What follows belongs to an exercise in optimizing a design on an open flow for small area; a production flow would make more cautious choices.
Only simulation tests tie the RTL to the original design; equivalence was not proved.
The flow treats the clock pin as an ideal source, which a real chip does not have.
Power figures rest on the tool's default switching activity, not on a simulated workload.

## design/flow/run.sh

```bash
#!/bin/bash
# synth_recipe.tcl (not shown) runs the flow's synth.tcl, then flattens the netlist and writes it again
# the make line also repeats each setting of config.mk as NAME=value (left out here)
make -C /OpenROAD-flow-scripts/flow DESIGN_CONFIG=/design/flow/config.mk WORK_HOME=/design/flow/orfs CLKGATE_MAP_FILE= SYNTH_SCRIPT=/design/flow/synth_recipe.tcl finish
```

## design/flow/config.mk

```make
export PLATFORM = sky130hd
export DESIGN_NAME = UART3_Ruveyda
export DESIGN_NICKNAME = UART3_Ruveyda
export VERILOG_FILES = /design/flow/design.v
export SDC_FILE = /design/flow/constraint.sdc
export NUM_CORES = 4
export LEC_CHECK = 0
export CAP_MARGIN = 20
export CORE_MARGIN = 2
export CORE_UTILIZATION = 40
export SLEW_MARGIN = 20
```

## design/flow/design.v

```verilog
`timescale 1ns / 1ps
module divClk #(
    parameter W = 14,
    parameter K = 1,
    parameter [W-1:0] SEED = 0,
    parameter [W-1:0] TERM = 0,
    parameter [W-1:0] TMASK = 0
)(
    input clk,
    input rst,
    output reg tick
);
reg [W-1:0] s;
reg ph;
wire term = ((s ^ TERM) & TMASK) == 0;
always @(posedge clk) begin
    if (rst | term) s <= SEED;
    else s <= {s[W-2:0], s[W-1] ^ s[K-1]};
    if (rst) begin
        ph <= 1'b0;
        tick <= 1'b0;
    end else begin
        tick <= term & ~ph;
        ph <= ph ^ term;
    end
end
endmodule
`timescale 1ns / 1ps
module debouncer #(
    parameter W = 15,
    parameter K = 14,
    parameter [W-1:0] SEED = 0,
    parameter [W-1:0] TERM = 0,
    parameter [W-1:0] TMASK = 0
)(
    input clk, rst, B,
    output reg db
);
reg run, dly;
reg [W-1:0] s;
wire term = ((s ^ TERM) & TMASK) == 0;
always @(posedge clk)
    s <= run ? {s[W-2:0], s[W-1] ^ s[K-1]} : SEED;
always @(posedge clk) begin
    if (rst) begin
        run <= 1'b0;
        dly <= 1'b0;
        db <= 1'b0;
    end else if (run) begin
        if (term) begin
            run <= 1'b0;
            dly <= 1'b1;
            db <= 1'b1;
        end
    end else if (dly) begin
        if (B) db <= 1'b0;
        else dly <= 1'b0;
    end else begin
        db <= 1'b0;
        if (B) run <= 1'b1;
    end
end
endmodule
`timescale 1ns / 1ps
module SegmentDecoder(
    input [3:0] w,
    output reg [6:0] seg
    );
always_comb begin
   case(w)
        0: seg[6:0] = 7'b1000000;
        1: seg[6:0] = 7'b1111001;
        2: seg[6:0] = 7'b0100100;
        3: seg[6:0] = 7'b0110000;
        4: seg[6:0] = 7'b0011001;
        5: seg[6:0] = 7'b0010010;
        6: seg[6:0] = 7'b0000010;
        7: seg[6:0] = 7'b1111000;
        8: seg[6:0] = 7'b0000000;
        9: seg[6:0] = 7'b0010000;
        10: seg[6:0] = 7'b0001000;
        11: seg[6:0] = 7'b0000011;
        12: seg[6:0] = 7'b1000110;
        13: seg[6:0] = 7'b0100001;
        14: seg[6:0] = 7'b0000110;
        15: seg[6:0] = 7'b0001110;
        default: seg[6:0] = 7'b1000000;
    endcase
end
endmodule
`timescale 1ns / 1ps
module DigitDisplay(
    input clk,
    input rst,
    input tick,
    output reg [1:0] re,
    output [1:0] re_n,
    output reg [3:0] anode
);
assign re_n = rst ? 2'd0 : re + {1'b0, tick};
always @(posedge clk) re <= re_n;
always @(*) begin
    case (re)
        0: anode = 4'b1110;
        1: anode = 4'b1101;
        2: anode = 4'b1011;
        default: anode = 4'b0111;
    endcase
end
endmodule
`timescale 1ns / 1ps
module Transmitter(
    input clk, rst, tick,
    input stage4,
    input [7:0] lData,
    input LButton,
    input transferButton,
    output reg t,
    output reg [7:0] m0, m1, m2, m3
    );
localparam [2:0] INIT = 3'd0, LOADS = 3'd1, XFER = 3'd2, WLOAD = 3'd3,
                 WXFER = 3'd4, S4 = 3'd6;
reg [2:0] st;
reg [3:0] cnt;
reg [1:0] s4c;
reg [8:0] tr;    
wire [7:0] src = (s4c == 2'd0) ? m3 : (s4c == 2'd1) ? m2 : (s4c == 2'd2) ? m1 : m0;
wire [9:0] frame = {tr, 1'b0};
always @(posedge clk) begin
    if (tick) begin
        if (st == XFER) cnt <= cnt + 4'd1;
        else cnt <= 4'd0;
        if (st == INIT) s4c <= 2'd0;
        else if (st == WXFER && stage4 && s4c != 2'd3) s4c <= s4c + 2'd1;
    end
end
always @(posedge clk) begin
    if (rst) begin
        st <= INIT;
        t <= 1'b1;
        tr <= 0;
        m0 <= 0; m1 <= 0; m2 <= 0; m3 <= 0;
    end else if (tick) begin
        case (st)
            INIT: begin
                t <= 1'b1;
                if (LButton && !stage4) begin
                    m0 <= lData;
                    m1 <= m0;
                    m2 <= m1;
                    m3 <= m2;
                    st <= LOADS;
                end
                if (transferButton) st <= stage4 ? S4 : XFER;
            end
            LOADS: begin    
                tr <= {1'b1, src};
                st <= WLOAD;
            end
            XFER: begin
                t <= frame[cnt];
                if (cnt == 4'd9) st <= WXFER;
            end
            WLOAD: if (!LButton) st <= INIT;
            WXFER: begin
                if (stage4) begin
                    if (s4c != 2'd3) st <= S4;
                    else if (!transferButton) st <= INIT;
                end else if (!transferButton) st <= INIT;
            end
            S4: begin
                tr <= {1'b1, src};
                st <= XFER;
            end
            default: st <= INIT;
        endcase
    end
end
endmodule
`timescale 1ns / 1ps
module Receiver(
    input clk, rst, tick,
    input t,
    output reg [7:0] m0, m1, m2, m3
    );
reg rec;
reg [9:0] sr;
always @(posedge clk)
    if (tick) sr <= rec ? {t, sr[9:1]} : 10'b10_0000_0000;
always @(posedge clk) begin
    if (rst) begin
        rec <= 1'b0;
        m0 <= 0; m1 <= 0; m2 <= 0; m3 <= 0;
    end else if (tick) begin
        if (!rec) begin
            if (!t) rec <= 1'b1;
        end else if (sr[0]) begin
            rec <= 1'b0;
            m0 <= sr[8:1];
            m1 <= m0;
            m2 <= m1;
            m3 <= m2;
        end
    end
end
endmodule
`timescale 1ns / 1ps
module UART3_Ruveyda#(parameter bitNum=8)(
    input clk,
    input rst,
    input btnU,
    input btnR,
    input btnL,
    input stage4,
    input [bitNum-1:0] data,
    input btnC,  
    input btnD,  
    input R,
    output T,
    output [bitNum-1:0] T_Buf,
    output [bitNum-1:0] R_Buf,
    output [3:0] an,
    output reg [6:0] seg
);
localparam [13:0] BAUD_SEED = 14'd226, BAUD_TERM = 14'd276, BAUD_MASK = 14'd16043;
localparam [13:0] DISP_SEED = 14'd1, DISP_TERM = 14'd405, DISP_MASK = 14'd16383;
localparam [14:0] DB_SEED = 15'd24964, DB_TERM = 15'd13526, DB_MASK = 15'd28141;
wire dbU, dbR, dbL;
wire baudTick, dispTick;
wire [7:0] mT0, mT1, mT2, mT3, mR0, mR1, mR2, mR3;
debouncer #(15, 14, DB_SEED, DB_TERM, DB_MASK) db1(clk, rst, btnU, dbU);
debouncer #(15, 14, DB_SEED, DB_TERM, DB_MASK) db2(clk, rst, btnR, dbR);
debouncer #(15, 14, DB_SEED, DB_TERM, DB_MASK) db3(clk, rst, btnL, dbL);
divClk #(14, 1, BAUD_SEED, BAUD_TERM, BAUD_MASK) baud(clk, rst, baudTick);
divClk #(14, 1, DISP_SEED, DISP_TERM, DISP_MASK) disp(clk, rst, dispTick);
Transmitter t(clk, rst, baudTick, stage4, data, btnC, btnD, T, mT0, mT1, mT2, mT3);
Receiver r(clk, rst, baudTick, R, mR0, mR1, mR2, mR3);
assign T_Buf = mT0;
assign R_Buf = mR0;
reg isT;
reg [1:0] index;
wire [1:0] re, re_n;
wire [1:0] index_n = rst ? 2'd0 : dbR ? index + 2'd1 : dbL ? index - 2'd1 : dbU ? 2'd0 : index;
always @(posedge clk) begin
    index <= index_n;
    if (rst) isT <= 1'b1;
    else if (dbU) isT <= ~isT;
end
DigitDisplay d(clk, rst, dispTick, re, re_n, an);
reg [7:0] sel;
always @(*) begin
    case ({isT, index_n})
        3'd0: sel = mR0;
        3'd1: sel = mR1;
        3'd2: sel = mR2;
        3'd3: sel = mR3;
        3'd4: sel = mT0;
        3'd5: sel = mT1;
        3'd6: sel = mT2;
        default: sel = mT3;
    endcase
end
reg [3:0] digit_n;
always @(*) begin
    if (rst) digit_n = 4'd0;
    else case (re_n)
        2'd0: digit_n = isT ? 4'hA : 4'hb;
        2'd1: digit_n = {2'b00, index_n};
        2'd2: digit_n = sel[7:4];
        default: digit_n = sel[3:0];
    endcase
end
wire [6:0] seg_n;
SegmentDecoder s(digit_n, seg_n);
always @(posedge clk) seg <= seg_n;
endmodule
```

## design/flow/constraint.sdc

```tcl
create_clock -name core_clock -period 10.0 [get_ports {clk}]
set_input_delay 2.0000 -clock core_clock [delete_from_list [all_inputs] [get_ports {clk}]]
set_output_delay 2.0000 -clock core_clock [all_outputs]
set_load 0.01 [all_outputs]
```

==> flow_results.org, run 1 <==
** Critical path
- Path type of the worst setup path :: in2reg
- The startpoint identified for the worst register-to-register timing path is index[1]$_DFF_P_.
- The largest individual stage delay along the critical path comes from the cell a21oi_2.
- Stage delay of the slowest cell on the critical path :: 0.63 ns
- Nature of the critical path endpoint :: flip-flop
- CP Buf/Inv Count :: 3
- Measured in cells, the most critical reg-to-reg path has a length of 11.
- CP startpoint kind :: input pin
- Endpoint of the most critical register-to-register path :: seg[6]$_DFF_P_
- In this run the worst setup path begins at rst.
- At the worst endpoint, the required time is 10.32 ns.
- Across all register-to-register paths, the minimum setup slack is 6.44 ns.
- CP Cell Sequence :: buf_4 -> a21oi_2 -> nand2_8 -> inv_4 -> mux4_2 -> a31oi_1 -> a221oi_2 -> inv_1 -> ha_1 -> mux2_4 -> a22o_1
- For the worst setup path, the data arrival time is 4.94 ns.
- Crit path max-delay family :: compound AO/OA/AOI/OAI gates
- Crit Path Max Fanout :: 27

** Yosys
- Biggest area contributors in the synthesized netlist :: dfxtp_1 (45%), nand2_1 (7.5%), a21oi_1 (6.7%), edfxtp_1 (6.1%), and2_1 (3.8%)
- In this run, synthesis produced a sequential element count of 192.
- Post-Synthesis Mean Instance Area :: 9.04 sq um
- Cell accounting for the most synthesized area :: dfxtp_1
- Yosys mapped the design onto 70 distinct sky130hd cell types.
- Count of flip-flops with a built-in enable after synthesis :: 16
- Of the post-synthesis cell area, the dominant cell type holds 44.8%.
- Area of the mapped netlist :: 7860 sq um
- Net Count, Synth :: 901
- Sequential cells were found to cover 51.0% of the synthesized design area.
- Synth Instances :: 869
- The Yosys step of the flow raised 8 warnings.
- Top_reg_cell synth :: dfxtp_1
- After synthesis, the share of flip-flops with an asynchronous set or reset is 0%.

** Routing
- In this run the remaining antenna-violating nets after routing total 0.
- Dividing the detail-routed wire length by the instance count gives 14.2 microns.
- Detailed routing inserted a total of 5,804 vias.
- Residual DRC :: 0
- Number of vias per cell :: 5.00
- Drt first pass iters :: 5
- First-iteration detailed-routing DRC count :: 455
- Total wire length :: 16,500 microns

** Cells and area
- Net count of the finished layout :: 914
- Layout area overhead :: 15.0%
- Layout cells sized above 1 :: 6.93%
- Register area :: 4000 sq um
- The number of antenna diodes in the final layout is 0.
- Leaving out fill and tap cells, the most frequent cell in the layout is dfxtp_1.
- The library cells used most frequently in the layout, excluding fill and tap cells, are dfxtp_1 (176), nand2_1 (156), a21oi_1 (105).
- Summing all multi-input logic gate instances after layout gives 3520 sq um.
- The layout has 1,865 filler cells.
- Once layout is complete, the cells apart from fillers number 1,160.

** Global route
- For this run, the total global-route usage over all layers was measured as 16.7%.
- Global routing finished with a remaining overflow of 0.
- Vias in the first global route :: 5,319
- The first global-routing pass estimated 27,300 microns of wire.
- Entering global routing, the biggest net connects 96 pins.
- The number of antenna violations at the first check in global routing was 0.

** STA
- Of the available clock period, the critical path in the final layout requires 46.2%.
- Setup violations remaining at the end of the flow were counted as 0.
- Post-layout min period :: 4.62 ns
- Headroom to the max-slew limit came out at 33.5%.
- Slew Viols, Final :: 0
- Max Fclk :: 216 MHz
- Pin slew with the least headroom to its limit :: 0.998 ns
- Final Hold Viols :: 0
- Final total negative setup slack :: 0 ns
- Final Skew :: 0.0132 ns
- Unrepaired setup endpoints after global routing :: false

** Clock network
- TritonCTS created 17 clock buffers.
- Number of buffers added to fix hold violations after cts :: 0
- Clock tree sinks :: 192
- Skew-Pair Late Insertion Delay :: 0.44 ns
- Clock-pin slew was measured on the worst setup and hold paths at 0.07 ns.
- TritonCTS built the clock tree.
- H-tree depth reported by CTS :: 4
- Number of setup buffers added after CTS :: 0
- After clock tree synthesis, the repair step resized 0 gates.
- Cell at the root of the clock tree :: clkbuf_16
- Bufs on Longest Clock Path :: 2

** Floorplan
- The die covers 20,800 sq um.
- Effective utilization at floorplan :: 40.5%
- DIE HEIGHT :: 144 microns
- The floorplan has 51 rows.
- Count of pins on the block boundary :: 45
- After floorplanning, the core was sized to cover 19,400 sq um.
- Width of the die :: 144 microns

** Worst hold path
- Path class of the lowest-slack min-delay path :: reg2reg
- The startpoint identified for the worst hold timing path is db3.s[1]$_SDFF_PN0_.
- The worst hold path terminates at db3.s[2]$_SDFF_PN1_.
- Hold Path Stages :: 1

** Placed design
- GPL Wtd Cong :: 0.883
- Once detailed placement completed, the half-perimeter wirelength came to 10,900 microns.
- Count of placed standard cells including taps :: 1,128
- The count of buffers added on input and output ports is 44.

** Outcome
- The flow ran to the end and the layout has no timing, DRC or antenna violations.

** Power
- For this design the ratio of total power to cell area is 168 nW/um^2.
- Highest ir drop seen on vdd :: 103 uV
- P_leak :: 3.17 nW

** Flow run
- The tool flagged a number of max-cap violations equal to 0.
-- Yosys cell counts (3+ instances only) --
| cell | n |
|---|---|
| nand3_1 | 10 |
| o211ai_1 | 5 |
| nand4_1 | 6 |
| nor4b_1 | 3 |
| mux4_2 | 3 |
| clkbuf_1 | 48 |
| a22oi_1 | 3 |
| inv_1 | 19 |
| a21oi_1 | 105 |
| a41oi_1 | 4 |
| nand2b_1 | 22 |
| ha_1 | 15 |
| o21ai_0 | 15 |
| nand2_1 | 156 |
| or3_1 | 5 |
| nor2b_1 | 22 |
| and3_1 | 5 |
| nor4bb_1 | 3 |
| a31oi_1 | 7 |
| a211oi_1 | 9 |
| buf_6 | 4 |
| xor2_1 | 4 |
| and2_1 | 48 |
| mux2i_1 | 19 |
| nor3_1 | 11 |
| nor2_1 | 56 |
| edfxtp_1 | 16 |
| xnor2_1 | 6 |
| a22o_1 | 5 |
| buf_2 | 4 |
| dfxtp_1 | 176 |
| a21o_1 | 6 |
-- cell type report --
type | count | area share, %
clock inverter | 13 | 1.51
clock buffer | 19 | 5.14
timing repair buffer | 51 | 5.43
multi-input combinational | 599 | 39.0
inverter | 21 | 0.901
sequential | 192 | 44.3
tap | 265 | 3.67
-- power by group --
group          internal (W)  leakage, nW  switching (W)
logic             0.0000196         1.29      0.0000206
clock network      0.000355        0.296       0.000325
registers          0.000787         1.58     0.00000870
-- state kept, by name (all words and copies together) (netlist names), 9 cells and up --
register	flops
db2.s	15
disp.s	14
baud.s	14
db3.s	15
r.sr	10
db1.s	15
t.tr	9
-- cells by family after synthesis --
kind of cell | Yosys count | synth area share (%)
AO/OA/AOI/OAI | 187 | 14.8
buffers and inverters | 78 | 4.20
multiplexers | 26 | 3.95
AND/OR/NAND/NOR | 360 | 22.4
adder cells (fa/ha/maj) | 15 | 2.39
XOR/XNOR | 11 | 1.32
flip-flops | 192 | 51.0
-- worst max path at each step --
stage          slack (ns)  cells past startpoint              to
6_report             5.38                     11  seg[6]$_DFF_P_
5_1_grt              5.21                     10  seg[6]$_DFF_P_
4_1_cts              5.40                     11  seg[6]$_DFF_P_
3_5_place_dp         4.95                     11  seg[6]$_DFF_P_
3_3_place_gp         4.98                     11  seg[6]$_DFF_P_
2_1_floorplan        5.76                     10  seg[6]$_DFF_P_
-- metrics by stage --
stage | util, % | hold slack (ns) | instance area [sq um] | worst slack [ns] | power [W]
2_1_floorplan | - | 0.386 | 7860 | 5.76 | 0.000839
3_3_place_gp | 43.5 | 0.390 | 8430 | 4.98 | 0.000854
3_5_place_dp | 43.5 | 0.393 | 8430 | 4.95 | 0.000855
4_1_cts | 46.5 | 0.409 | 9030 | 5.40 | 0.00153
5_1_grt | 46.6 | 0.425 | 9030 | 5.21 | 0.00157
6_report | 46.6 | 0.407 | 9030 | 5.38 | 0.00152
-- metal layers --
metal  GRT usage (%)  routed length [microns]  up-vias
met5               0                        0        -
met3            3.54                      899       23
met2            25.7                     7290      121
met1            23.6                     8070     2672
met4            5.16                      265        0
li1                -                        -     2988
==> run 2: changes to the inputs <==
--- a/design/flow/design.v
+++ b/design/flow/design.v
@@ -118,18 +118,16 @@
     output reg t,
     output reg [7:0] m0, m1, m2, m3
     );
-localparam [2:0] INIT = 3'd0, LOADS = 3'd1, XFER = 3'd2, WLOAD = 3'd3,
-                 WXFER = 3'd4, S4 = 3'd6;
-reg [2:0] st;
-reg [3:0] cnt;
+localparam [3:0] XFER0 = 4'd0, XFER9 = 4'd9, INIT = 4'd10, LOADS = 4'd11, WLOAD = 4'd12,
+                 WXFER = 4'd13, S4 = 4'd14;
+reg [3:0] st;
 reg [1:0] s4c;
 reg [8:0] tr;    
+wire xfer = (st <= XFER9);
 wire [7:0] src = (s4c == 2'd0) ? m3 : (s4c == 2'd1) ? m2 : (s4c == 2'd2) ? m1 : m0;
 wire [9:0] frame = {tr, 1'b0};
 always @(posedge clk) begin
     if (tick) begin
-        if (st == XFER) cnt <= cnt + 4'd1;
-        else cnt <= 4'd0;
         if (st == INIT) s4c <= 2'd0;
         else if (st == WXFER && stage4 && s4c != 2'd3) s4c <= s4c + 2'd1;
     end
@@ -141,7 +139,10 @@
         tr <= 0;
         m0 <= 0; m1 <= 0; m2 <= 0; m3 <= 0;
     end else if (tick) begin
-        case (st)
+        if (xfer) begin
+            t <= frame[st];
+            st <= (st == XFER9) ? WXFER : st + 4'd1;
+        end else case (st)
             INIT: begin
                 t <= 1'b1;
                 if (LButton && !stage4) begin
@@ -151,15 +152,11 @@
                     m3 <= m2;
                     st <= LOADS;
                 end
-                if (transferButton) st <= stage4 ? S4 : XFER;
+                if (transferButton) st <= stage4 ? S4 : XFER0;
             end
             LOADS: begin    
                 tr <= {1'b1, src};
                 st <= WLOAD;
-            end
-            XFER: begin
-                t <= frame[cnt];
-                if (cnt == 4'd9) st <= WXFER;
             end
             WLOAD: if (!LButton) st <= INIT;
             WXFER: begin
@@ -170,7 +167,7 @@
             end
             S4: begin
                 tr <= {1'b1, src};
-                st <= XFER;
+                st <= XFER0;
             end
             default: st <= INIT;
         endcase
==> design/flow/flow/run.sh (new file) <==
#!/bin/bash
# Own layout flow: the standard synthesis, then the combinational logic
# between the standard registers is re-mapped by ABC for area (registers, their
# names and cell types are kept); then the standard layout steps, with
# smaller port buffers and a clock tree built from smaller buffers.
set -euo pipefail
W=$(pwd)
R=$W/orfs/results/${FLOW_PLATFORM}/UART3_Ruveyda/base
LIB=$FLOW_HOME/platforms/${FLOW_PLATFORM}/lib/sky130_fd_sc_hd__tt_025C_1v80.lib

bash standard.sh synth > $W/std_synth.log 2>&1

cp $R/1_2_yosys.v $W/std_1_2_yosys.v
cat > $W/resyn.abc <<EOF
strash
dc2
dch -f
amap
EOF
cat > $W/resyn.ys <<EOF
read_liberty -ignore_miss_func $LIB
read_verilog $W/std_1_2_yosys.v
hierarchy -top $FLOW_TOP
setattr -mod -set keep_hierarchy 1 sky130_fd_sc_hd__dfxtp_* sky130_fd_sc_hd__edfxtp_* sky130_fd_sc_hd__conb_1
flatten
opt_clean -purge
abc -liberty $LIB -dont_use sky130_fd_sc_hd__lpflow_* -dont_use sky130_fd_sc_hd__probe* -script $W/resyn.abc $FLOW_TOP
opt_clean -purge
hilomap -singleton -hicell sky130_fd_sc_hd__conb_1 HI -locell sky130_fd_sc_hd__conb_1 LO
splitnets
opt_clean -purge
stat -liberty $LIB $FLOW_TOP
select $FLOW_TOP
write_verilog -noattr -noexpr -nohex -nodec -selected $W/resyn_1_2_yosys.v
EOF
yosys -s $W/resyn.ys > $W/resyn_yosys.log 2>&1
cp $W/resyn_1_2_yosys.v $R/1_2_yosys.v
rm -f $R/1_synth.odb $R/1_synth.sdc

export BUFFER_PORTS_ARGS="-buffer_cell sky130_fd_sc_hd__buf_1"
export CTS_ARGS="-sink_clustering_enable -repair_clock_nets -dont_use_dummy_load -buf_list sky130_fd_sc_hd__clkbuf_8 -root_buf sky130_fd_sc_hd__clkbuf_4"
bash standard.sh > $W/std_layout.log 2>&1
==> design/flow/standard.sh (new file) <==
#!/bin/bash
# synth_recipe.tcl (not shown) runs the flow's synth.tcl, then flattens the netlist and writes it again
# the make line also repeats each setting of config.mk as NAME=value (left out here)
make -C /OpenROAD-flow-scripts/flow DESIGN_CONFIG=/design/flow/config.mk WORK_HOME=/design/flow/orfs CLKGATE_MAP_FILE= SYNTH_SCRIPT=/design/flow/synth_recipe.tcl "${@:-finish}"
removed: design/flow/run.sh
==> flow_results.org, run 2 <==
** Outcome
- Outcome :: timing/DRC/antenna clean (unchanged)

** Critical path
- Cell seen most often among critical-path stages :: clkinv_1
- The cell with the biggest individual delay on the critical path is buf_4 (was a21oi_2).
- The sort of element at the start of the critical path is an input pin (unchanged).
- The worst endpoint data arrival time is 5.88 ns (was 4.94 ns).
- CP Buf/Inv Count :: 6 (was 3)
- Nature of the critical path endpoint :: flip-flop (unchanged)
- Crit path max-delay family :: buffers and inverters (was compound AO/OA/AOI/OAI gates)
- The worst path required time was 10.45 ns (was 10.32 ns).
- Path type of the worst setup path :: in2reg (unchanged)
- Crit Path Max Fanout :: 51 (was 27)
- CP Cell Sequence: clkbuf_4 -> buf_4 -> clkinv_1 -> nand2_1 -> clkinv_1 -> nand2_1 -> nor2_1 -> a2111oi_0 -> a31oi_1 -> o32a_1 -> o21ai_0 -> clkinv_1 -> nor2_1 -> clkinv_1 -> nand3_1 -> o221ai_1 (was buf_4 -> a21oi_2 -> nand2_8 -> inv_4 -> mux4_2 -> a31oi_1 -> a221oi_2 -> inv_1 -> ha_1 -> mux2_4 -> a22o_1).
- The delay of the slowest cell on the worst path is 0.54 ns (was 0.63 ns).

** Cells and area
- Commonest non-fill, non-tap cells in the layout :: dfxtp_1 (177), nor2_1 (134), clkinv_1 (114) (was dfxtp_1 (176), nand2_1 (156), a21oi_1 (105))
- Net count of the finished layout :: 854 (was 914)
- Most frequent standard cell in the layout excluding fill and tap cells :: dfxtp_1 (unchanged)
- Layout area overhead :: 10.9% (was 15.0%)
- Layout cells sized above 1 :: 3.23% (was 6.93%)
- Top Registers: db1.s: 15 flops, db2.s: 15 flops, db3.s: 15 flops (unchanged).

** Global route
- The number of global-route vias before repair is 5,217 (was 5,319).
- The met1 routing resource usage after global routing was 24.4% (was 23.6%).
- Wire length of the first global-routing pass :: 26,600 microns (was 27,300 microns)
- Antenna violations before repair :: 1 (was 0)
- The pin count of the biggest net entering global routing came to 52 (was 96).
- GR peak layer :: met2 (unchanged)
- Overall routing resource usage :: 18.3% (was 16.7%)
- Met2 routing resource usage after global routing :: 29.0% (was 25.7%)
- Aggregate global routing overflow :: 0 (unchanged)
- The global-route track usage on met3 was 4.47% (was 3.54%).

** Floorplan
- The initial core utilization is 40.6% (was 40.5%).
- Die area :: 18,500 sq um (was 20,800 sq um)
- Core area :: 17,200 sq um (was 19,400 sq um)
- The width of the die is 136 microns (was 144 microns).
- Count of pins on the block boundary :: 45 (unchanged)
- Standard-cell row count :: 48 (was 51)
- DIE HEIGHT :: 136 microns (was 144 microns)

** Routing
- The post-detailed-route DRC marker count came to 0 (unchanged).
- The number of DRC markers in iteration 0 came to 359 (was 455).
- The routed via count divided by cell count came to 5.34 (was 5.00).
- The count of TritonRoute iterations in the first routing pass is 5 (unchanged).
- The wire length after detailed routing was 16,300 microns (was 16,500 microns).
- The number of antenna-violating nets in the routed design was 0 (unchanged).
- The per-cell routed wire length was 15.4 microns (was 14.2 microns).
- Count of vias placed by the detailed router :: 5,661 (was 5,804)

** Clock network
- The maximum level of the CTS H-tree was 4 (unchanged).
- The root cell of the clock tree was clkbuf_4 (was clkbuf_16).
- The total clock buffers created by CTS is 17 (unchanged).
- The TritonCTS clock tree is done (unchanged).
- Bufs on Longest Clock Path :: 2 (unchanged)
- The clock latency at the later pin of the worst-skew pair was 0.61 ns (was 0.44 ns).
- Number of setup buffers added after CTS :: 0 (unchanged)
- Clock tree sinks :: 189 (was 192)
- The number of hold-repair buffers added at the cts stage is 0 (unchanged).
- Post-cts repair resize count :: 0 (unchanged)
- The clock-pin transition on the worst setup and hold timing paths came to 0.10 ns (was 0.07 ns).

** STA
- Unrepaired setup endpoints after global routing: false (unchanged).
- The worst setup margin was 4.57 ns (was 5.38 ns).
- The clock period minus final worst setup slack is 5.43 ns (was 4.62 ns).
- Setup violators final :: 0 (unchanged)
- Final Hold Viols :: 0 (unchanged)
- The number of max-slew violations in the final report was 0 (unchanged).
- The highest achievable clock rate came to 184 MHz (was 216 MHz).
- The slew at the pin with the worst max-slew slack came to 0.891 ns (was 0.998 ns).
- Final Skew :: 0.0267 ns (was 0.0132 ns)
- The relative slew slack came to 40.2% (was 33.5%).
- Portion of the clock cycle consumed by the worst path in the final layout :: 54.3% (was 46.2%)
- Final total negative setup slack :: 0 ns (unchanged)

** Yosys
- The average size of a mapped cell is 9.09 sq um (was 9.04 sq um).
- The cell area after synthesis was 6970 sq um (was 7860 sq um).
- Synth Instances :: 767 (was 869)
- Number of synthesis warnings :: 8 (unchanged)
- Net Count, Synth :: 784 (was 901)

** Placed design
- The number of buffers inserted by port buffering was 44 (unchanged).
- GPL Wtd Cong :: 0.904 (was 0.883)
- Detailed placement HPWL :: 11,200 microns (was 10,900 microns)
- Post-placement setup slack :: 3.95 ns (was 4.95 ns)

** Power
- The cell area power density is 154 nW/um^2 (was 168 nW/um^2).
- Highest ir drop seen on vdd :: 70.4 uV (was 103 uV)
- P_leak :: 2.58 nW (was 3.17 nW)

** Worst hold path
- Path class of the lowest-slack min-delay path :: reg2reg (unchanged)

** Flow run
- Max Cap Viol :: 0 (unchanged)
==> run 2: layer usage <==
metal / up-vias / wire length [microns]
li1: 2855 / -
met1: 2649 / 7820
met2: 134 / 7470
met3: 23 / 705
met4: 0 / 299
met5: - / 0
==> run 2: cell type report <==
cell class	count	area, sq um
Antenna cell	1	2.50
Clock buffer	17	228
Fill cell	1729	9440
Inverter	114	428
Multi-Input combinational cell	464	2660
Sequential cell	189	3900
Tap cell	225	282
Timing Repair Buffer	51	239
==> run 2: final timing paths <==
check / startpoint / to / slack, ns / cells after the start
worst max-delay path: rst / seg[1]$_DFF_P_ / 4.57 / 16
worst min-delay path: db1.s[12]$_SDFF_PN0_ / db1.s[13]$_SDFF_PN1_ / 0.41 / 1
worst max register to register: index[0]$_DFF_P_ / seg[5]$_DFF_P_ / 5.96 / 16
worst min register to register: db1.s[12]$_SDFF_PN0_ / db1.s[13]$_SDFF_PN1_ / 0.41 / 1
==> run 2: report_power, final <==
group	switching, W	total (W)	leakage (nW)	internal [W]
clock network	0.000228	0.000373	0.120	0.000145
registers	0.00000653	0.000780	1.55	0.000773
logic	0.0000250	0.0000372	0.909	0.0000121
==> run 2: metrics by stage <==
stage,std cells,area (sq um),util (%),power [W],hold WS (ns)
final,1061,7740,45.0,0.00119,0.409
after floorplan,767,6970,-,0.000817,0.391
after detailed placement,1042,7480,43.6,0.000835,0.400
after CTS,1059,7710,44.9,0.00120,0.412
after global placement,1042,7480,43.6,0.000835,0.393
after global routing,1061,7740,45.0,0.00124,0.424
==> run 3: changes to the inputs <==
--- a/design/flow/design.v
+++ b/design/flow/design.v
@@ -15,7 +15,7 @@
 wire term = ((s ^ TERM) & TMASK) == 0;
 always @(posedge clk) begin
     if (rst | term) s <= SEED;
-    else s <= {s[W-2:0], s[W-1] ^ s[K-1]};
+    else s <= {~s[W-2:0], s[W-1] ^ s[K-1]};
     if (rst) begin
         ph <= 1'b0;
         tick <= 1'b0;
@@ -40,7 +40,7 @@
 reg [W-1:0] s;
 wire term = ((s ^ TERM) & TMASK) == 0;
 always @(posedge clk)
-    s <= run ? {s[W-2:0], s[W-1] ^ s[K-1]} : SEED;
+    s <= run ? {~s[W-2:0], s[W-1] ^ s[K-1]} : SEED;
 always @(posedge clk) begin
     if (rst) begin
         run <= 1'b0;
@@ -118,8 +118,8 @@
     output reg t,
     output reg [7:0] m0, m1, m2, m3
     );
-localparam [3:0] XFER0 = 4'd0, XFER9 = 4'd9, INIT = 4'd10, LOADS = 4'd11, WLOAD = 4'd12,
-                 WXFER = 4'd13, S4 = 4'd14;
+localparam [3:0] XFER0 = 4'd0, XFER9 = 4'd9, INIT = 4'd11, LOADS = 4'd14, WLOAD = 4'd12,
+                 WXFER = 4'd10, S4 = 4'd13;
 reg [3:0] st;
 reg [1:0] s4c;
 reg [8:0] tr;    
@@ -219,15 +219,15 @@
     output [3:0] an,
     output reg [6:0] seg
 );
-localparam [13:0] BAUD_SEED = 14'd226, BAUD_TERM = 14'd276, BAUD_MASK = 14'd16043;
-localparam [13:0] DISP_SEED = 14'd1, DISP_TERM = 14'd405, DISP_MASK = 14'd16383;
-localparam [14:0] DB_SEED = 15'd24964, DB_TERM = 15'd13526, DB_MASK = 15'd28141;
+localparam [13:0] BAUD_SEED = 14'd12491, BAUD_TERM = 14'd11869, BAUD_MASK = 14'd14075;
+localparam [13:0] DISP_SEED = 14'd7264, DISP_TERM = 14'd2200, DISP_MASK = 14'd12015;
+localparam [14:0] DB_SEED = 15'd24982, DB_TERM = 15'd15564, DB_MASK = 15'd32167;
 wire dbU, dbR, dbL;
 wire baudTick, dispTick;
 wire [7:0] mT0, mT1, mT2, mT3, mR0, mR1, mR2, mR3;
-debouncer #(15, 14, DB_SEED, DB_TERM, DB_MASK) db1(clk, rst, btnU, dbU);
-debouncer #(15, 14, DB_SEED, DB_TERM, DB_MASK) db2(clk, rst, btnR, dbR);
-debouncer #(15, 14, DB_SEED, DB_TERM, DB_MASK) db3(clk, rst, btnL, dbL);
+debouncer #(15, 1, DB_SEED, DB_TERM, DB_MASK) db1(clk, rst, btnU, dbU);
+debouncer #(15, 1, DB_SEED, DB_TERM, DB_MASK) db2(clk, rst, btnR, dbR);
+debouncer #(15, 1, DB_SEED, DB_TERM, DB_MASK) db3(clk, rst, btnL, dbL);
 divClk #(14, 1, BAUD_SEED, BAUD_TERM, BAUD_MASK) baud(clk, rst, baudTick);
 divClk #(14, 1, DISP_SEED, DISP_TERM, DISP_MASK) disp(clk, rst, dispTick);
 Transmitter t(clk, rst, baudTick, stage4, data, btnC, btnD, T, mT0, mT1, mT2, mT3);
==> flow_results.org, run 3 <==
** Critical path
- The peak fanout along the critical path came to 28 (was 51).
- The type of element capturing the critical path is a flip-flop (unchanged).
- CP Cell Sequence: buf_2 -> nor2_1 -> clkinv_1 -> nand2_1 -> nor2_1 -> o41ai_1 -> a31oi_1 -> nor4_1 -> clkinv_1 -> nor2_1 -> nor2_1 -> o32ai_1 (was clkbuf_4 -> buf_4 -> clkinv_1 -> nand2_1 -> clkinv_1 -> nand2_1 -> nor2_1 -> a2111oi_0 -> a31oi_1 -> o32a_1 -> o21ai_0 -> clkinv_1 -> nor2_1 -> clkinv_1 -> nand3_1 -> o221ai_1).
- The class of the most critical setup path is in2reg (unchanged).
- CP startpoint kind :: input pin (unchanged)
- The total buffers and inverters traversed by the critical path was 3 (was 6).
- The kind of cell adding the most delay to the critical path was simple AND/OR/NAND/NOR gates (was buffers and inverters).
- Cell seen most often among critical-path stages :: nor2_1 (was clkinv_1)
- Stage delay of the slowest cell on the critical path :: 0.76 ns (was 0.54 ns)
- Critical path arrival :: 5.75 ns (was 5.88 ns)
- Required time of the worst setup path :: 10.50 ns (was 10.45 ns)
- The cell with the biggest individual delay on the critical path was nor4_1 (was buf_4).

** Routing
- The number of antenna-violating nets in the routed design came to 0 (unchanged).
- The post-detailed-route DRC marker count came to 0 (unchanged).
- Count of vias placed by the detailed router :: 5,631 (was 5,661)
- The number of DRC markers in iteration 0 came to 396 (was 359).
- The count of TritonRoute iterations in the first routing pass was 8 (was 5).
- The per-cell routed wire length was 15.3 microns (was 15.4 microns).
- Number of vias per cell :: 5.44 (was 5.34)
- The wire length after detailed routing is 15,900 microns (was 16,300 microns).

** Clock network
- Post-cts repair resize count :: 0 (unchanged)
- TritonCTS clock tree :: done (unchanged)
- Bufs on Longest Clock Path :: 2 (unchanged)
- H-tree depth reported by CTS :: 4 (unchanged)
- The number of hold-repair buffers added at the cts stage was 0 (unchanged).
- Number of buffers inserted during clock tree synthesis :: 17 (unchanged)
- Cell at the root of the clock tree :: clkbuf_4 (unchanged)
- Skew-Pair Late Insertion Delay :: 0.60 ns (was 0.61 ns)
- The clock-pin transition on the worst setup and hold timing paths is 0.08 ns (was 0.10 ns).
- The clock net sink count was 189 (unchanged).
- The post-CTS setup buffer count was 0 (unchanged).

** Floorplan
- The width of the die is 134 microns (was 136 microns).
- Die area :: 18,100 sq um (was 18,500 sq um)
- The standard-cell row count is 47 (was 48).
- DIE HEIGHT :: 134 microns (was 136 microns)
- The initial core utilization is 40.9% (was 40.6%).
- Count of pins on the block boundary :: 45 (unchanged)
- Core area :: 16,600 sq um (was 17,200 sq um)

** STA
- The share of the cycle needed by the critical path after routing is 52.5% (was 54.3%).
- Pin slew with the least headroom to its limit :: 0.926 ns (was 0.891 ns)
- The relative slew slack was 37.9% (was 40.2%).
- Unrepaired setup endpoints after global routing :: false (unchanged)
- The number of max-slew violations in the final report came to 0 (unchanged).
- Final total negative setup slack :: 0 ns (unchanged)
- The worst setup margin came to 4.75 ns (was 4.57 ns).
- The clock period minus final worst setup slack was 5.25 ns (was 5.43 ns).
- Final Skew :: 0.0257 ns (was 0.0267 ns)
- The number of hold-slack violations in the final timing report is 0 (unchanged).
- The highest achievable clock rate is 191 MHz (was 184 MHz).
- The setup violation total in the final timing report came to 0 (unchanged).

** Yosys
- The Yosys warning count was 8 (unchanged).
- The post-synth net total is 764 (was 784).
- Synth Instances :: 747 (was 767)
- Area of the mapped netlist :: 6810 sq um (was 6970 sq um)
- The average size of a mapped cell is 9.12 sq um (was 9.09 sq um).

** Cells and area
- Most frequent standard cell in the layout excluding fill and tap cells :: dfxtp_1 (unchanged)
- Layout area overhead :: 11.0% (was 10.9%)
- # fillers :: 1,669 (was 1,729)
- The fraction of final layout cells with drive strength greater than 1 came to 3.19% (was 3.23%).
- Commonest non-fill, non-tap cells in the layout :: dfxtp_1 (177), nor2_1 (145), clkinv_1 (88) (was dfxtp_1 (177), nor2_1 (134), clkinv_1 (114))
- The number of nets in the layout came to 834 (was 854).
- Top Registers :: db1.s: 15 flops, db2.s: 15 flops, db3.s: 15 flops (unchanged)
- Design Area, Final :: 7560 sq um (was 7740 sq um)

** Worst hold path
- Path class of the lowest-slack min-delay path :: reg2reg (unchanged)

** Outcome
- Outcome: timing/DRC/antenna clean (unchanged).

** Flow run
- The total of max-cap violations is 0 (unchanged).

** Global route
- Wire length of the first global-routing pass :: 26,100 microns (was 26,600 microns)
- Vias in the first global route :: 5,121 (was 5,217)
- The global-route total usage across every layer came to 18.3% (about the same).
- Antenna violations before repair :: 1 (unchanged)
- The pin count of the biggest net entering global routing was 55 (was 52).
- Aggregate global routing overflow :: 0 (unchanged)

** Power
- The worst IR drop on VDD was 124 uV (was 70.4 uV).
- The leakage power is 2.54 nW (was 2.58 nW).
- Power per cell area :: 158 nW/um^2 (was 154 nW/um^2)

** Placed design
- GPL Wtd Cong :: 0.849 (was 0.904)
- Post-placement setup slack :: 4.22 ns (was 3.95 ns)
- The placed instance area came to 7300 sq um (was 7480 sq um).
- The post-DP HPWL is 11,100 microns (was 11,200 microns).
- Port Buffer Count :: 44 (unchanged)
## run 3: final cells by class
| class | count | area, sq um | area share [%] |
|---|---|---|---|
| flip-flops and latches | 189 | 3900 | 51.6 |
| well taps | 220 | 275 | 3.64 |
| inverters | 88 | 330 | 4.37 |
| repair buffers | 51 | 239 | 3.16 |
| multi-input cells | 470 | 2580 | 34.2 |
| clock buffers | 17 | 228 | 3.01 |
| diodes | 1 | 2.50 | 0.0331 |
## run 3: report_power, final
group	internal, W	switching (W)
combinational	0.0000116	0.0000219
clock	0.000145	0.000224
sequential	0.000779	0.0000117
## run 3: through the flow
step / instances / power [W] / hold WS, ns / utilization (%)
4_1_cts: 1034 / 0.00121 / 0.371 / 45.3
3_5_place_dp: 1017 / 0.000842 / 0.359 / 43.9
5_1_grt: 1036 / 0.00125 / 0.383 / 45.4
3_3_place_gp: 1017 / 0.000842 / 0.355 / 43.9
6_report: 1036 / 0.00119 / 0.368 / 45.4
2_1_floorplan: 747 / 0.000825 / 0.352 / -
## run 3: per-layer routing
layer	wire length, microns	global-route usage, %	vias to the layer above
li1	-	-	2829
met1	7780	25.8	2657
met4	141	4.91	0
met2	7130	27.9	133
met3	829	4.58	12
met5	0	0	-
## run 3: worst reg2reg max path, stage by stage, from the launching register on
cell,delay (ns)
dfxtp_1,0.40
nor2_1,0.09
o21ai_0,0.61
clkinv_1,0.24
nor2_1,0.55
clkinv_1,0.51
nand2_1,0.29
nor2_1,0.07
o41ai_1,0.35
a31oi_1,0.07
nor4_1,0.76
clkinv_1,0.30
nor2_1,0.20
nor2_1,0.08
o32ai_1,0.23
## run 3: final timing paths
| path | start | cells past startpoint | endpoint | slack [ns] |
|---|---|---|---|---|
| min | disp.s[10]$_SDFF_PP1_ | 1 | disp.s[11]$_SDFF_PP1_ | 0.37 |
| max reg2reg | db3.db$_SDFFE_PP0P_ | 14 | seg[5]$_DFF_P_ | 5.16 |
| min reg2reg | disp.s[10]$_SDFF_PP1_ | 1 | disp.s[11]$_SDFF_PP1_ | 0.37 |
| max | rst | 12 | seg[5]$_DFF_P_ | 4.75 |
==> run 4: changes to the inputs <==
--- a/design/flow/design.v
+++ b/design/flow/design.v
@@ -64,29 +64,16 @@
 `timescale 1ns / 1ps
 module SegmentDecoder(
     input [3:0] w,
-    output reg [6:0] seg
+    output [6:0] seg
     );
-always_comb begin
-   case(w)
-        0: seg[6:0] = 7'b1000000;
-        1: seg[6:0] = 7'b1111001;
-        2: seg[6:0] = 7'b0100100;
-        3: seg[6:0] = 7'b0110000;
-        4: seg[6:0] = 7'b0011001;
-        5: seg[6:0] = 7'b0010010;
-        6: seg[6:0] = 7'b0000010;
-        7: seg[6:0] = 7'b1111000;
-        8: seg[6:0] = 7'b0000000;
-        9: seg[6:0] = 7'b0010000;
-        10: seg[6:0] = 7'b0001000;
-        11: seg[6:0] = 7'b0000011;
-        12: seg[6:0] = 7'b1000110;
-        13: seg[6:0] = 7'b0100001;
-        14: seg[6:0] = 7'b0000110;
-        15: seg[6:0] = 7'b0001110;
-        default: seg[6:0] = 7'b1000000;
-    endcase
-end
+localparam [15:0] SEG0 = 16'b0010_1000_0001_0010;
+localparam [15:0] SEG1 = 16'b1101_1000_0110_0000;
+localparam [15:0] SEG2 = 16'b1101_0000_0000_0100;
+localparam [15:0] SEG3 = 16'b1000_0100_1001_0010;
+localparam [15:0] SEG4 = 16'b0000_0010_1011_1010;
+localparam [15:0] SEG5 = 16'b0010_0000_1000_1110;
+localparam [15:0] SEG6 = 16'b0001_0000_1000_0011;
+assign seg = {SEG6[w], SEG5[w], SEG4[w], SEG3[w], SEG2[w], SEG1[w], SEG0[w]};
 endmodule
 `timescale 1ns / 1ps
 module DigitDisplay(
@@ -126,6 +113,19 @@
 wire xfer = (st <= XFER9);
 wire [7:0] src = (s4c == 2'd0) ? m3 : (s4c == 2'd1) ? m2 : (s4c == 2'd2) ? m1 : m0;
 wire [9:0] frame = {tr, 1'b0};
+wire ld = tick & (st == INIT) & LButton & ~stage4;
+wire wr = ld & ~rst;
+wire hold = ~ld & ~rst;
+always @(posedge clk) begin
+    m0 <= ({8{wr}} & lData) | ({8{hold}} & m0);
+    m1 <= ({8{wr}} & m0) | ({8{hold}} & m1);
+    m2 <= ({8{wr}} & m1) | ({8{hold}} & m2);
+    m3 <= ({8{wr}} & m2) | ({8{hold}} & m3);
+end
+wire tl = tick & (st == LOADS || st == S4);
+wire twr = tl & ~rst;
+wire thold = ~tl & ~rst;
+always @(posedge clk) tr <= ({9{twr}} & {1'b1, src}) | ({9{thold}} & tr);
 always @(posedge clk) begin
     if (tick) begin
         if (st == INIT) s4c <= 2'd0;
@@ -136,8 +136,6 @@
     if (rst) begin
         st <= INIT;
         t <= 1'b1;
-        tr <= 0;
-        m0 <= 0; m1 <= 0; m2 <= 0; m3 <= 0;
     end else if (tick) begin
         if (xfer) begin
             t <= frame[st];
@@ -145,19 +143,10 @@
         end else case (st)
             INIT: begin
                 t <= 1'b1;
-                if (LButton && !stage4) begin
-                    m0 <= lData;
-                    m1 <= m0;
-                    m2 <= m1;
-                    m3 <= m2;
-                    st <= LOADS;
-                end
+                if (LButton && !stage4) st <= LOADS;
                 if (transferButton) st <= stage4 ? S4 : XFER0;
             end
-            LOADS: begin    
-                tr <= {1'b1, src};
-                st <= WLOAD;
-            end
+            LOADS: st <= WLOAD;
             WLOAD: if (!LButton) st <= INIT;
             WXFER: begin
                 if (stage4) begin
@@ -165,10 +154,7 @@
                     else if (!transferButton) st <= INIT;
                 end else if (!transferButton) st <= INIT;
             end
-            S4: begin
-                tr <= {1'b1, src};
-                st <= XFER0;
-            end
+            S4: st <= XFER0;
             default: st <= INIT;
         endcase
     end
@@ -182,23 +168,25 @@
     );
 reg rec;
 reg [9:0] sr;
+wire sh = tick & rec;
+wire ld = tick & ~rec;
 always @(posedge clk)
-    if (tick) sr <= rec ? {t, sr[9:1]} : 10'b10_0000_0000;
-always @(posedge clk) begin
-    if (rst) begin
-        rec <= 1'b0;
-        m0 <= 0; m1 <= 0; m2 <= 0; m3 <= 0;
-    end else if (tick) begin
+    sr <= ({10{sh}} & {t, sr[9:1]}) | {ld, 9'b0} | ({10{~tick}} & sr);
+always @(posedge clk) begin
+    if (rst) rec <= 1'b0;
+    else if (tick) begin
         if (!rec) begin
             if (!t) rec <= 1'b1;
-        end else if (sr[0]) begin
-            rec <= 1'b0;
-            m0 <= sr[8:1];
-            m1 <= m0;
-            m2 <= m1;
-            m3 <= m2;
-        end
-    end
+        end else if (sr[0]) rec <= 1'b0;
+    end
+end
+wire wr = tick & rec & sr[0] & ~rst;
+wire hold = ~(tick & rec & sr[0]) & ~rst;
+always @(posedge clk) begin
+    m0 <= ({8{wr}} & sr[8:1]) | ({8{hold}} & m0);
+    m1 <= ({8{wr}} & m0) | ({8{hold}} & m1);
+    m2 <= ({8{wr}} & m1) | ({8{hold}} & m2);
+    m3 <= ({8{wr}} & m2) | ({8{hold}} & m3);
 end
 endmodule
 `timescale 1ns / 1ps
@@ -217,7 +205,7 @@
     output [bitNum-1:0] T_Buf,
     output [bitNum-1:0] R_Buf,
     output [3:0] an,
-    output reg [6:0] seg
+    output [6:0] seg
 );
 localparam [13:0] BAUD_SEED = 14'd12491, BAUD_TERM = 14'd11869, BAUD_MASK = 14'd14075;
 localparam [13:0] DISP_SEED = 14'd7264, DISP_TERM = 14'd2200, DISP_MASK = 14'd12015;
@@ -267,7 +255,7 @@
         default: digit_n = sel[3:0];
     endcase
 end
-wire [6:0] seg_n;
-SegmentDecoder s(digit_n, seg_n);
-always @(posedge clk) seg <= seg_n;
-endmodule
+reg [3:0] digit;
+always @(posedge clk) digit <= digit_n;
+SegmentDecoder s(digit, seg);
+endmodule
==> design/flow/flow/run.sh (replaced) <==
#!/bin/bash
# Own layout flow: the standard synthesis, then the combinational logic
# between the standard registers is re-mapped by ABC for area (registers, their
# names and cell types are kept; the smallest of a few ABC scripts is used);
# then the standard layout steps, with the smallest buffer on the ports and
# a clock tree of smaller buffers.
set -euo pipefail
W=$(pwd)
R=$W/orfs/results/${FLOW_PLATFORM}/UART3_Ruveyda/base
LIB=$FLOW_HOME/platforms/${FLOW_PLATFORM}/lib/sky130_fd_sc_hd__tt_025C_1v80.lib

bash standard.sh synth > $W/std_synth.log 2>&1
cp $R/1_2_yosys.v $W/std_1_2_yosys.v

scripts=(
  "strash; dc2; dch -f; amap"
  "strash; dc2; dch -f -x; amap"
  "strash; drw; drf; dc2; dch -f; amap"
  "strash; dch -f; amap"
  "strash; dc2; dch -f; amap; strash; dch -f; amap"
  "strash; dc2; balance; dch -f; amap"
)
best=""
bestarea=""
for i in "${!scripts[@]}"; do
  echo "${scripts[$i]}" | tr ';' '\n' > $W/resyn_$i.abc
  cat > $W/resyn_$i.ys <<EOF
read_liberty -ignore_miss_func $LIB
read_verilog $W/std_1_2_yosys.v
hierarchy -top $FLOW_TOP
setattr -mod -set keep_hierarchy 1 sky130_fd_sc_hd__dfxtp_* sky130_fd_sc_hd__edfxtp_* sky130_fd_sc_hd__conb_1
flatten
opt_clean -purge
abc -liberty $LIB -dont_use sky130_fd_sc_hd__lpflow_* -dont_use sky130_fd_sc_hd__probe* -script $W/resyn_$i.abc $FLOW_TOP
opt_clean -purge
hilomap -singleton -hicell sky130_fd_sc_hd__conb_1 HI -locell sky130_fd_sc_hd__conb_1 LO
splitnets
opt_clean -purge
tee -o $W/resyn_$i.stat stat -liberty $LIB $FLOW_TOP
select $FLOW_TOP
write_verilog -noattr -noexpr -nohex -nodec -selected $W/resyn_$i.v
EOF
  if yosys -s $W/resyn_$i.ys > $W/resyn_$i.log 2>&1; then
    a=$(sed -n "s/.*Chip area for module '\\\\$FLOW_TOP': \([0-9.]*\).*/\1/p" $W/resyn_$i.stat | tail -1)
    echo "script $i: ${scripts[$i]}: area $a" >> $W/resyn_choice.log
    if [[ -n "$a" ]] && { [[ -z "$bestarea" ]] || awk "BEGIN{exit !($a < $bestarea)}"; }; then
      best=$i; bestarea=$a
    fi
  fi
done
echo "chosen: script $best, area $bestarea" >> $W/resyn_choice.log
if [[ -n "$best" ]]; then
  cp $W/resyn_$best.v $R/1_2_yosys.v
  rm -f $R/1_synth.odb $R/1_synth.sdc
fi

export BUFFER_PORTS_ARGS="-buffer_cell sky130_fd_sc_hd__buf_1"
export CTS_ARGS="-sink_clustering_enable -repair_clock_nets -dont_use_dummy_load -buf_list sky130_fd_sc_hd__clkbuf_8 -root_buf sky130_fd_sc_hd__clkbuf_4"
bash standard.sh > $W/std_layout.log 2>&1
==> flow_results.org, run 4 <==
** Floorplan
- DIE HEIGHT :: 132 microns (was 134 microns)
- Width of the die :: 132 microns (was 134 microns)
- Effective utilization at floorplan :: 41.2% (was 40.9%)
- The floorplan die area is 17,500 sq um (was 18,100 sq um).
- The I/O pin count was 45 (unchanged).
- The standard-cell row count came to 46 (was 47).
- The core box area was 15,900 sq um (was 16,600 sq um).

** Clock network
- The number of hold-repair buffers added at the cts stage was 0 (unchanged).
- Skew-Pair Late Insertion Delay :: 0.60 ns (about the same)
- The clock net sink count was 186 (was 189).
- The clock-pin transition on the worst setup and hold timing paths came to 0.09 ns (was 0.08 ns).
- The maximum level of the CTS H-tree was 4 (unchanged).
- The quantity of gates resized following cts is 0 (unchanged).
- The total clock buffers created by CTS was 17 (unchanged).
- Number of setup buffers added after CTS :: 0 (unchanged)
- Cell at the root of the clock tree :: clkbuf_4 (unchanged)
- The TritonCTS clock tree is done (unchanged).
- The number of buffers on the longest clock path was 2 (unchanged).

** Global route
- Vias in the first global route :: 5,407 (was 5,121)
- Wire length of the first global-routing pass :: 26,900 microns (was 26,100 microns)
- The number of antenna violations at the first check in global routing was 1 (unchanged).
- The global-route total usage across every layer is 19.0% (was 18.3%).
- Aggregate global routing overflow :: 0 (unchanged)
- Pin count of the biggest net entering global routing :: 49 (was 55)

** Critical path
- CP startpoint kind :: input pin (unchanged)
- Path type of the worst setup path :: in2reg (unchanged)
- Required time of the worst setup path :: 10.46 ns (was 10.50 ns)
- The register-to-register path setup slack was 6.36 ns (was 5.16 ns).
- Critical path arrival :: 4.57 ns (was 5.75 ns)
- The peak fanout along the critical path was 39 (was 28).
- The type of element capturing the critical path was a flip-flop (unchanged).

** Routing
- First-iteration detailed-routing DRC count :: 342 (was 396)
- Number of vias per cell :: 5.50 (was 5.44)
- The wire length after detailed routing is 16,100 microns (was 15,900 microns).
- The per-cell routed wire length was 16.0 microns (was 15.3 microns).
- The count of TritonRoute iterations in the first routing pass was 5 (was 8).
- The post-detailed-route DRC marker count is 0 (unchanged).
- The number of antenna-violating nets in the routed design came to 0 (unchanged).
- The total number of vias was 5,522 (was 5,631).

** Cells and area
- The number of nets in the layout is 806 (was 834).
- Top Registers: db1.s: 15 flops, db2.s: 15 flops, db3.s: 15 flops (unchanged).
- The fraction of final layout cells with drive strength greater than 1 came to 3.56% (was 3.19%).
- The total of fill cells in the finished design is 1,616 (was 1,669).
- Commonest non-fill, non-tap cells in the layout :: dfxtp_1 (184), nor2_1 (126), clkinv_1 (90) (was dfxtp_1 (177), nor2_1 (145), clkinv_1 (88))
- Layout area overhead :: 11.1% (was 11.0%)
- The most common cell after layout, fill and taps aside is dfxtp_1 (unchanged).

** Power
- The cell area power density was 162 nW/um^2 (was 158 nW/um^2).
- Seq pwr share :: 65.6% (was 66.3%)
- The share of power burned in combinational logic was 3.3% (was 2.8%).
- Clock network fraction of total power :: 31.1% (was 30.9%)
- The internal power summed over all cells came to 0.000922 W (was 0.000936 W).
- The switching part of the total power came to 22.1% (was 21.6%).
- The leakage power came to 2.46 nW (was 2.54 nW).
- Highest ir drop seen on vdd :: 99.2 uV (was 124 uV)
- The reported net switching power was 0.000261 W (was 0.000257 W).

** STA
- The slew at the pin with the worst max-slew slack is 0.950 ns (was 0.926 ns).
- Relative slew slack :: 36.3% (was 37.9%)
- The setup violation total in the final timing report was 0 (unchanged).
- Final total negative setup slack :: 0 ns (unchanged)
- Unrepaired setup endpoints after global routing: false (unchanged).
- Post-layout min period :: 4.11 ns (was 5.25 ns)
- Final Skew :: 0.0218 ns (was 0.0257 ns)
- Final worst setup slack :: 5.89 ns (was 4.75 ns)
- Portion of the clock cycle consumed by the worst path in the final layout :: 41.1% (was 52.5%)
- Final Hold Viols :: 0 (unchanged)
- Slew Viols, Final :: 0 (unchanged)
- The highest achievable clock rate is 243 MHz (was 191 MHz).

** Yosys
- Synth Instances :: 720 (was 747)
- The Yosys warning count is 7 (was 8).
- Area of the mapped netlist :: 6570 sq um (was 6810 sq um)
- Net Count, Synth :: 737 (was 764)
- Post-Synthesis Mean Instance Area :: 9.12 sq um (about the same)

** Flow run
- The total of max-cap violations came to 0 (unchanged).

** Placed design
- The post-DP HPWL is 11,100 microns (about the same).
- The routability-driven placement congestion ratio was 0.888 (was 0.849).
- The number of buffers inserted by port buffering came to 44 (unchanged).
- The post-placement worst setup slack was 5.29 ns (was 4.22 ns).

** Worst hold path
- The class of the tightest hold or removal check is reg2reg (unchanged).

** Outcome
- Outcome: timing/DRC/antenna clean (unchanged).
## run 4: cell type report
cell class,instances,area [sq um],area share [%]
flip-flops and latches,186,3740,51.3
multi-input cells,444,2500,34.3
inverters,90,338,4.63
well taps,216,270,3.71
clock buffers,17,228,3.12
repair buffers,50,211,2.90
diodes,1,2.50,0.0343
## run 4: power groups by stage
stage / logic [W] / clock network [W] / registers [W]
2_1_floorplan: 0.0000247 / 0 / 0.000790
3_3_place_gp: 0.0000370 / 0 / 0.000793
3_5_place_dp: 0.0000390 / 0 / 0.000793
4_1_cts: 0.0000392 / 0.000384 / 0.000776
5_1_grt: 0.0000446 / 0.000413 / 0.000779
6_report: 0.0000387 / 0.000368 / 0.000776
## run 4: final timing paths
path / startpoint / end / depth (start not counted)
setup reg to reg: index[0]$_DFF_P_ / digit[1]$_SDFF_PP0_ / 10
setup / recovery: rst / digit[1]$_SDFF_PP0_ / 9
hold reg to reg: disp.s[12]$_SDFF_PP1_ / disp.s[13]$_SDFF_PP0_ / 1
hold / removal: disp.s[12]$_SDFF_PP1_ / disp.s[13]$_SDFF_PP0_ / 1
## run 4: critical path: stages
cell,delay (ns)
clkbuf_2,0.08
buf_4,0.27
nor2_1,0.79
clkinv_1,0.49
o221a_1,0.33
a2111oi_0,0.29
nor3_1,0.08
nor2_1,0.15
o31ai_1,0.08
## run 4: metrics by stage
step           cells  power [W]  hold WS, ns  instance area [sq um]  utilization (%)
6_report        1004    0.00118        0.360                   7290             45.7
3_5_place_dp     986   0.000832        0.362                   7060             44.3
4_1_cts         1003    0.00120        0.361                   7290             45.7
2_1_floorplan    720   0.000814        0.352                   6570                -
3_3_place_gp     986   0.000830        0.354                   7060             44.3
5_1_grt         1004    0.00124        0.372                   7290             45.7
## run 4: routing by layer
metal  vias up  share of wire (%)  global-route usage, %
li1       2745                  -                      -
met2       117                 47                   31.0
met4         0                1.6                   6.52
met5         -                  0                      0
met1      2642                 48                   24.9
met3        18                3.7                   4.31
==> run 5: changes to the inputs <==
--- a/design/flow/flow/run.sh
+++ b/design/flow/flow/run.sh
@@ -3,7 +3,7 @@
 # between the standard registers is re-mapped by ABC for area (registers, their
 # names and cell types are kept; the smallest of a few ABC scripts is used);
 # then the standard layout steps, with the smallest buffer on the ports and
-# a clock tree of smaller buffers.
+# a clock tree of small buffers, each upsized only as far as its clock slew needs.
 set -euo pipefail
 W=$(pwd)
 R=$W/orfs/results/${FLOW_PLATFORM}/UART3_Ruveyda/base
@@ -55,5 +55,7 @@
 fi
 
 export BUFFER_PORTS_ARGS="-buffer_cell sky130_fd_sc_hd__buf_1"
-export CTS_ARGS="-sink_clustering_enable -repair_clock_nets -dont_use_dummy_load -buf_list sky130_fd_sc_hd__clkbuf_8 -root_buf sky130_fd_sc_hd__clkbuf_4"
+export CTS_ARGS="-sink_clustering_enable -repair_clock_nets -dont_use_dummy_load -buf_list sky130_fd_sc_hd__clkbuf_4"
+# after CTS, upsize the clock buffers whose flip-flops see a clock slew over 110 ps
+export PRE_CTS_TCL=$W/flow/ctsfix.tcl OWN_CLK_SLEW_PS=110
 bash standard.sh > $W/std_layout.log 2>&1
==> design/flow/flow/ctsfix.tcl (new file) <==
# Sourced before CTS (PRE_CTS_TCL). clock_tree_synthesis builds the tree with
# small buffers; then each buffer whose flip-flop clock pins see too much slew
# is upsized, step by step, until every clock pin is under the target.
rename clock_tree_synthesis my_own_cts_orig
proc clkpin_slew {pin} {
  set w 0
  foreach edge {rise fall} {
    foreach a {min max} {
      set s [expr {[sta::time_ui_sta [get_property $pin slew_${a}_$edge]] * 1e12}]
      if {$s > $w} { set w $s }
    }
  }
  return $w
}
proc clock_tree_synthesis {args} {
  my_own_cts_orig {*}$args
  set target [expr {[info exists ::env(OWN_CLK_SLEW_PS)] ? $::env(OWN_CLK_SLEW_PS) : 110}]
  set sizes {sky130_fd_sc_hd__clkbuf_4 sky130_fd_sc_hd__clkbuf_8 sky130_fd_sc_hd__clkbuf_16}
  for {set round 0} {$round < 3} {incr round} {
    estimate_parasitics -placement
    set todo {}
    foreach pin [all_registers -clock_pins -edge_triggered] {
      if {[clkpin_slew $pin] > $target} {
        set net [get_nets -of_objects $pin]
        foreach d [get_pins -of_objects $net -filter "direction == output"] {
          set inst [get_property $d full_name]
          set inst [string range $inst 0 [expr {[string last "/" $inst] - 1}]]
          if {[lsearch $todo $inst] < 0} { lappend todo $inst }
        }
      }
    }
    puts "ctsfix: round $round, [llength $todo] buffers to upsize"
    if {![llength $todo]} { break }
    foreach inst $todo {
      set cell [get_property [get_cells $inst] ref_name]
      set i [lsearch $sizes $cell]
      if {$i >= 0 && $i < [llength $sizes] - 1} {
        replace_cell [get_cells $inst] [lindex $sizes [expr {$i + 1}]]
        puts "ctsfix: $inst $cell -> [lindex $sizes [expr {$i + 1}]]"
      }
    }
  }
}
==> flow_results.org, run 5 <==
** Placed design
- Port Buffer Count :: 44 (unchanged)
- Detailed placement HPWL :: 11,100 microns (unchanged)
- The routability-driven placement congestion ratio is 0.888 (unchanged).
- The post-placement worst setup slack came to 5.29 ns (unchanged).

** Clock network
- The clock-pin transition on the worst setup and hold timing paths was 0.11 ns (was 0.09 ns).
- The TritonCTS clock tree was done (unchanged).
- The clock latency at the later pin of the worst-skew pair is 0.59 ns (was 0.60 ns).
- The quantity of gates resized following cts came to 0 (unchanged).
- Number of buffers added to fix hold violations after cts :: 0 (unchanged)
- Number of buffers inserted during clock tree synthesis :: 17 (unchanged)
- Number of setup buffers added after CTS :: 0 (unchanged)
- The clock net sink count came to 186 (unchanged).

** STA
- The number of max-slew violations in the final report came to 0 (unchanged).
- Final total negative setup slack :: 0 ns (unchanged)
- Final Skew :: 0.0356 ns (was 0.0218 ns)
- The highest achievable clock rate was 245 MHz (was 243 MHz).
- The relative slew slack is 37.1% (was 36.3%).
- Final worst setup slack :: 5.91 ns (was 5.89 ns)
- Pin slew with the least headroom to its limit :: 0.938 ns (was 0.950 ns)
- Final Hold Viols :: 0 (unchanged)
- The setup violation total in the final timing report was 0 (unchanged).
- The share of the cycle needed by the critical path after routing is 40.9% (was 41.1%).
- Unrepaired setup endpoints after global routing: false (unchanged).
- Post-layout min period :: 4.09 ns (was 4.11 ns)

** Floorplan
- The standard-cell row count was 46 (unchanged).
- The core box area is 15,900 sq um (unchanged).
- The width of the die came to 132 microns (unchanged).
- Die area :: 17,500 sq um (unchanged)
- The I/O pin count was 45 (unchanged).
- The initial core utilization is 41.2% (unchanged).
- The vertical die dimension was 132 microns (unchanged).

** Outcome
- Outcome: timing/DRC/antenna clean (unchanged).

** Global route
- Vias in the first global route :: 5,406 (was 5,407)
- The first-pass GRT wire length came to 26,900 microns (about the same).
- Global routing usage on met1 :: 24.9% (unchanged)
- GR peak layer :: met2 (unchanged)
- Pin count of the biggest net entering global routing :: 49 (unchanged)
- Antenna violations before repair :: 1 (unchanged)
- The total overflow reported by the global router was 0 (unchanged).
- The met2 layer usage reported by global route came to 31.0% (unchanged).
- Overall routing resource usage :: 19.0% (about the same)
- Global routing met3 resource utilization :: 3.96% (was 4.31%)

** Yosys
- The average size of a mapped cell came to 9.12 sq um (unchanged).
- Area of the mapped netlist :: 6570 sq um (unchanged)
- The synthesized instance count came to 720 (unchanged).
- The Yosys warning count was 7 (unchanged).
- The post-synth net total was 737 (unchanged).

** Critical path
- Nature of the critical path endpoint :: flip-flop (unchanged)
- The delay of the slowest cell on the worst path is 0.78 ns (was 0.79 ns).
- CP Cell Sequence :: clkbuf_2 -> buf_4 -> nor2_1 -> clkinv_1 -> o221a_1 -> a2111oi_0 -> nor3_1 -> nor2_1 -> o31ai_1 (unchanged)
- CP startpoint kind :: input pin (unchanged)
- The kind of cell adding the most delay to the critical path is simple AND/OR/NAND/NOR gates (unchanged).
- The class of the most critical setup path is in2reg (unchanged).
- The worst path required time came to 10.47 ns (was 10.46 ns).
- The worst endpoint data arrival time came to 4.56 ns (was 4.57 ns).
- Slowest cell on crit path :: nor2_1 (unchanged)
- CP Buf/Inv Count :: 3 (unchanged)
- The peak fanout along the critical path is 39 (unchanged).
- The most repeated library cell on the critical path was nor2_1 (unchanged).

** Cells and area
- The layout overhead on the synthesized area is 10.5% (was 11.1%).
- Commonest non-fill, non-tap cells in the layout :: dfxtp_1 (184), nor2_1 (126), clkinv_1 (90) (unchanged)
- The storage element area was 3740 sq um (unchanged).
- Top Registers :: db1.s: 15 flops, db2.s: 15 flops, db3.s: 15 flops (unchanged)
- The most common cell after layout, fill and taps aside is dfxtp_1 (unchanged).
- Total area of multi-input combinational cells :: 2500 sq um (unchanged)
- The fraction of final layout cells with drive strength greater than 1 is 3.56% (unchanged).
- The total of fill cells in the finished design was 1,613 (was 1,616).
- The number of nets in the layout came to 806 (unchanged).

** Routing
- Average routed wire per standard cell :: 16.0 microns (about the same)
- The count of TritonRoute iterations in the first routing pass is 5 (unchanged).
- The total number of vias came to 5,537 (was 5,522).
- DRT antenna net count :: 0 (unchanged)
- The post-detailed-route DRC marker count is 0 (unchanged).
- The number of DRC markers in iteration 0 came to 357 (was 342).
- Total wire length :: 16,000 microns (was 16,100 microns)
- The routed via count divided by cell count was 5.51 (was 5.50).

** Power
- Power per cell area :: 159 nW/um^2 (was 162 nW/um^2)
- P_leak :: 2.45 nW (was 2.46 nW)
- Sum of internal, switching and leakage power :: 0.00115 W (was 0.00118 W)
- The worst IR drop on VDD was 99.2 uV (about the same).

** Flow run
- Max Cap Viol :: 0 (unchanged)

** Worst hold path
- Path class of the lowest-slack min-delay path :: reg2reg (unchanged)
run 5: metal layers:
metal	vias to the layer above	part of all wire (%)
met2	114	47
met1	2654	48
li1	2750	-
met4	0	1.7
met5	-	0
met3	19	3.8
run 5: power breakdown:
part	internal [W]	switching [W]	leakage, nW
logic	0.0000138	0.0000250	0.820
registers	0.000763	0.0000131	1.52
clock network	0.000120	0.000220	0.104
total	0.000897	0.000258	2.45
run 5: through the flow:
stage / instances / hold slack (ns) / instance area (sq um) / utilization [%]
after floorplan: 720 / 0.352 / 6570 / -
after global placement: 986 / 0.354 / 7060 / 44.3
after detailed placement: 986 / 0.362 / 7060 / 44.3
after CTS: 1003 / 0.369 / 7250 / 45.5
after global routing: 1004 / 0.394 / 7260 / 45.5
final: 1004 / 0.364 / 7260 / 45.5
run 5: path summary, 6_finish.rpt:
kind / startpoint / endpoint / slack [ns] / depth (start not counted)
worst min-delay path: db3.s[13]$_SDFF_PN1_ / db3.s[14]$_SDFF_PN1_ / 0.36 / 1
worst min register to register: db3.s[13]$_SDFF_PN1_ / db3.s[14]$_SDFF_PN1_ / 0.36 / 1
worst max register to register: index[0]$_DFF_P_ / digit[1]$_SDFF_PP0_ / 6.37 / 10
worst max-delay path: rst / digit[1]$_SDFF_PP0_ / 5.91 / 9
run 5: cell type report:
cell class / instances / share of cell area (%)
clock buffers: 17 / 2.62
flip-flops and latches: 186 / 51.6
multi-input cells: 444 / 34.5
inverters: 90 / 4.66
diodes: 1 / 0.0345
well taps: 216 / 3.72
repair buffers: 50 / 2.91
run 5: worst reg2reg max path, delay by kind of cell (launching register included):
| family | cells | cell delay, ns |
|---|---|---|
| AOI/OAI and AO/OA | 4 | 1.28 |
| buffers and inverters | 3 | 0.85 |
| DFF | 1 | 0.39 |
| and+or+nand+nor | 3 | 0.99 |

separate check: timing with driven ports:
Ports are ideal in the flow. The routed layouts listed here were re-timed in OpenROAD. Step 1 sets driving cells, clkbuf_16 on the clock port and buf_2 on the other inputs (assumed; they add their load-dependent delay and slew). Step 2 times the ports against the registers' clock, not the clock port: input delays grow and output delays shrink by t, the midpoint of the rising clock arrivals with the driver on. a / b / c = ideal / step 1 / step 2; a / b = the first two.
| run | t, ns | setup slack, ns | worst data-port slew with drivers (ns) |
|---|---|---|---|
| run 1 | 0.477 | 5.378 / 5.405 / 4.927 | 0.03 |
| run 2 | 0.630 | 4.570 / 4.581 / 3.951 | 0.03 |
| run 3 | 0.627 | 4.754 / 4.773 / 4.147 | 0.05 |
| run 4 | 0.629 | 5.890 / 5.903 / 5.275 | 0.04 |
| run 5 | 0.612 | 5.910 / 5.921 / 5.309 | 0.04 |
After both steps setup and hold are still met in every run listed. The setup slack of run 2, which loses most, moves by +0.011 ns with the drivers and by -0.619 ns with both steps.
